What follows belongs to an exercise in optimizing a design on an open flow for small area and a short achievable clock period; a production flow would make more cautious choices.
Only simulation tests tie the RTL to the original design; equivalence was not proved.
Power is estimated from default activity; no workload was simulated.

## cpu
module cpu(clk, clrn, o, imem_addr, imem_data, dmem_addr, dmem_wdata, dmem_we, dmem_rdata);
For scale: about 4000 cells after synthesis.
Settings: LEC_CHECK=0, CAP_MARGIN=30, CORE_MARGIN=2, CORE_UTILIZATION=45, SETUP_SLACK_MARGIN=4.5, SLEW_MARGIN=40, SYNTH_HIERARCHICAL=1, SYNTH_MINIMUM_KEEP_SIZE=0, TNS_END_PERCENT=0; clock period 12.0 ns.
standard.sh (not shown) runs the stock make flow with config.mk's settings and CLKGATE_MAP_FILE= SYNTH_SCRIPT=/design/flow/synth_recipe.tcl, a recipe that flattens the netlist after the stock synthesis.
==> flow/flow/run.sh <==
#!/bin/bash
# Layout flow: the standard flow, with one step added after synthesis
# (downsize.tcl: every combinational cell goes back to its smallest size, and
# the flow's timing repair sizes up what the timing needs), buf_2 as the port
# buffers, a clock tree of clkbuf_8/clkbuf_16 in clusters of at most 16 sinks
# and 70 um without dummy loads, and more antenna repair passes after
# detailed routing.
set -euo pipefail
bash standard.sh synth > synth.log 2>&1
DS_ODB=orfs/results/$FLOW_PLATFORM/cpu/base/1_synth.odb \
    openroad -no_init -exit flow/downsize.tcl > downsize.log 2>&1
bash standard.sh "BUFFER_PORTS_ARGS=-buffer_cell sky130_fd_sc_hd__buf_2" \
    "CTS_ARGS=-sink_clustering_enable -repair_clock_nets -sink_clustering_size 16 -sink_clustering_max_diameter 70 -buf_list {sky130_fd_sc_hd__clkbuf_8 sky130_fd_sc_hd__clkbuf_16} -dont_use_dummy_load" \
    MAX_REPAIR_ANTENNAS_ITER_DRT=10 finish > finish.log 2>&1
==> flow/flow/downsize.tcl <==
# Swap every combinational cell that synthesis sized up back to the smallest
# cell of the same function; the flow's timing repair sizes up what it needs.
set odb $::env(DS_ODB)
read_db $odb
set db [ord::get_db]
set block [ord::get_db_block]
# smallest-area master for each function family name
array set best {}
foreach lib [$db getLibs] {
  foreach m [$lib getMasters] {
    set n [$m getName]
    if {[regexp {^(sky130_fd_sc_hd__[a-z0-9]+)_(\d+)$} $n -> fam sz]} {
      set a [expr {[$m getWidth] * [$m getHeight]}]
      if {![info exists best($fam)] || $a < [lindex $best($fam) 1]} {
        set best($fam) [list $m $a]
      }
    }
  }
}
set skip {dfrtp dfstp dfxtp edfxtp dfrbp dfsbp dfbbn dfbbp dfxbp edfxbp sdfxtp buf clkbuf conb tapvpwrvgnd dlygate4sd3 dlymetal6s2s clkdlybuf4s15 clkdlybuf4s18 clkdlybuf4s25 clkdlybuf4s50}
set n 0
foreach inst [$block getInsts] {
  set m [$inst getMaster]
  set name [$m getName]
  if {![regexp {^(sky130_fd_sc_hd__([a-z0-9]+))_(\d+)$} $name -> fam base sz]} continue
  if {[lsearch -exact $skip $base] >= 0} continue
  if {![info exists best($fam)]} continue
  set bm [lindex $best($fam) 0]
  if {[$bm getName] ne $name} {
    $inst swapMaster $bm
    incr n
  }
}
puts "downsized $n instances"
write_db $odb
The starting point completed with no timing, DRC or antenna violations.
Edit:
--- a/flow/flow/run.sh
+++ b/flow/flow/run.sh
@@ -6,2 +6,2 @@
-# and 70 um without dummy loads, and more antenna repair passes after
-# detailed routing.
+# and 70 um without dummy loads, no gate cloning in timing repair, and more
+# antenna repair passes after detailed routing.
@@ -14 +14 @@
-    MAX_REPAIR_ANTENNAS_ITER_DRT=10 finish > finish.log 2>&1
+    SKIP_GATE_CLONING=1 MAX_REPAIR_ANTENNAS_ITER_DRT=10 finish > finish.log 2>&1
- CORE_UTILIZATION: 45 -> 50
Sequential share of layout area barely changes.
Synthesized cell count stays the same.
Wire length rose by about 2.5%.
Global-route usage climbs by 5.9 points.
Die area is lower by 9.9%.
Final area is about the same.
Combinational power goes up by about 3%.
Edit:
==> flow/flow/run.sh (replaced) <==
#!/bin/bash
# Layout flow: the standard flow, with one step added after synthesis
# (downsize.tcl: every combinational cell goes back to its smallest size, and
# the flow's timing repair sizes up what the timing needs), buf_2 as the port
# buffers, a clock tree of clkbuf_8 without dummy loads, and more antenna
# repair passes after detailed routing.
set -euo pipefail
bash standard.sh synth > synth.log 2>&1
DS_ODB=orfs/results/$FLOW_PLATFORM/cpu/base/1_synth.odb \
    openroad -no_init -exit flow/downsize.tcl > downsize.log 2>&1
bash standard.sh "BUFFER_PORTS_ARGS=-buffer_cell sky130_fd_sc_hd__buf_2" \
    "CTS_ARGS=-sink_clustering_enable -repair_clock_nets -sink_clustering_size 20 -buf_list sky130_fd_sc_hd__clkbuf_8 -dont_use_dummy_load" \
    MAX_REPAIR_ANTENNAS_ITER_DRT=10 finish > finish.log 2>&1
- CAP_MARGIN: 30 -> 20
- CORE_UTILIZATION: 50 -> 45
- SLEW_MARGIN: 40 -> 20
After rerunning: The new run ran to the end with violations: max-slew violations. Hold slack degrades by 0.018 ns. Clock power went up by a few percent. Via count falls slightly. Sequential share of layout area goes up by 1.0 points. Total power came out higher slightly. Worst setup slack degrades by 0.23 ns. Final area goes down slightly. Sequential cell count does not change. Combinational power is lower by a little under a tenth.

P:
Starting RTL as in the previous note.
==> flow/design.v (excerpt) <==
module cpu(clk, clrn, o, imem_addr, imem_data, dmem_addr, dmem_wdata, dmem_we, dmem_rdata);
==> flow/config.mk <==
export PLATFORM = sky130hd
export DESIGN_NAME = cpu
export DESIGN_NICKNAME = cpu
export VERILOG_FILES = /design/flow/design.v
export SDC_FILE = /design/flow/constraint.sdc
export NUM_CORES = 4
export LEC_CHECK = 0
export CAP_MARGIN = 20
export CORE_MARGIN = 2
export CORE_UTILIZATION = 45
export SETUP_SLACK_MARGIN = 4.5
export SLEW_MARGIN = 20
export SYNTH_HIERARCHICAL = 1
export SYNTH_MINIMUM_KEEP_SIZE = 0
export TNS_END_PERCENT = 0
==> flow/constraint.sdc <==
create_clock -name core_clock -period 12.0 [get_ports {clk}]
set_input_delay 2.4000 -clock core_clock [delete_from_list [all_inputs] [get_ports {clk}]]
set_output_delay 2.4000 -clock core_clock [all_outputs]
set_load 0.01 [all_outputs]
==> flow/flow/run.sh <==
#!/bin/bash
# Layout flow: the standard flow, with one step added after synthesis
# (downsize.tcl: every combinational cell goes back to its smallest size, and
# the flow's timing repair sizes up what the timing needs), buf_2 as the port
# buffers, a clock tree of clkbuf_8/clkbuf_16 in clusters of at most 16 sinks
# and 70 um without dummy loads, and more antenna repair passes after
# detailed routing.
set -euo pipefail
bash standard.sh synth > synth.log 2>&1
DS_ODB=orfs/results/$FLOW_PLATFORM/cpu/base/1_synth.odb \
    openroad -no_init -exit flow/downsize.tcl > downsize.log 2>&1
bash standard.sh "BUFFER_PORTS_ARGS=-buffer_cell sky130_fd_sc_hd__buf_2" \
    "CTS_ARGS=-sink_clustering_enable -repair_clock_nets -sink_clustering_size 16 -sink_clustering_max_diameter 70 -buf_list {sky130_fd_sc_hd__clkbuf_8 sky130_fd_sc_hd__clkbuf_16} -dont_use_dummy_load" \
    MAX_REPAIR_ANTENNAS_ITER_DRT=10 finish > finish.log 2>&1
Scripts as last shown in full above: flow/flow/downsize.tcl
Completing all stages was not enough for P: its layout failed the final checks because of max-slew violations.
diff inputs: P => Q
- a change of SLEW_MARGIN from 20 to 40
- a change of CAP_MARGIN from 20 to 30
--- a/flow/flow/run.sh
+++ b/flow/flow/run.sh
@@ -6,2 +6,2 @@
-# and 70 um without dummy loads, and more antenna repair passes after
-# detailed routing.
+# and 70 um without dummy loads, no gate cloning in timing repair, and more
+# antenna repair passes after detailed routing.
@@ -14 +14 @@
-    MAX_REPAIR_ANTENNAS_ITER_DRT=10 finish > finish.log 2>&1
+    SKIP_GATE_CLONING=1 MAX_REPAIR_ANTENNAS_ITER_DRT=10 finish > finish.log 2>&1
==> results.txt <==
Share of the clock period used by the worst path after layout on Q is down relative to P.
When Q is measured against P, its clock share of power turns out 0.2 points higher.
P -> Q: clock network contribution to total cell area flat
The global router's overall resource usage of Q and that of P are within noise of each other.
Q has number of multi-input combinational cells below what P had.
Growth of design area from synthesis to finish, Q and P, lower one = P.
Number of antenna violations at the first check in global routing, Q and P, lower one = Q.
met2 layer wire length in the routed design went down slightly going from P to Q.
Q has completed all stages; timing, DRC and antenna checks passed.
Critical path depth in cells, Q and P, higher one = Q.
Looking at worst hold slack, Q sits 0.011 ns above P.
The via count in Q sits 603 below the value recorded for P.

-- static timing again, ports no longer ideal --
No port has a modelled driver above. Below, the same layouts with a new extraction and two added sets of constraints.
Step 1 sets driving cells, clkbuf_16 on the clock port and buf_2 on the other inputs (assumed; they add their load-dependent delay and slew).
Step 2 times the ports against the registers' clock, not the clock port: input delays grow and output delays shrink by t, the midpoint of the rising clock arrivals with the driver on.
Three values: ideal, step 1, step 2; two values: the first two.
| run | t (ns) | slack for setup (ns) | worst setup path after step 2 |
|---|---|---|---|
| the first run of note 1 | 0.731 | 3.403 / 3.344 / 2.853 | input to register |
| the second run of note 1 | 0.713 | 3.378 / 3.320 / 2.742 | input to register |
| the third run of note 1 | 0.908 | 3.150 / 3.182 / 2.285 | input to register |
| P | 0.732 | 3.414 / 3.270 / 2.841 | input to register |
| Q | 0.726 | 3.470 / 3.436 / 2.779 | input to register |
For the third run of note 1, which loses most, drivers alone change the setup slack by +0.032 ns; drivers and shift together by -0.865 ns.
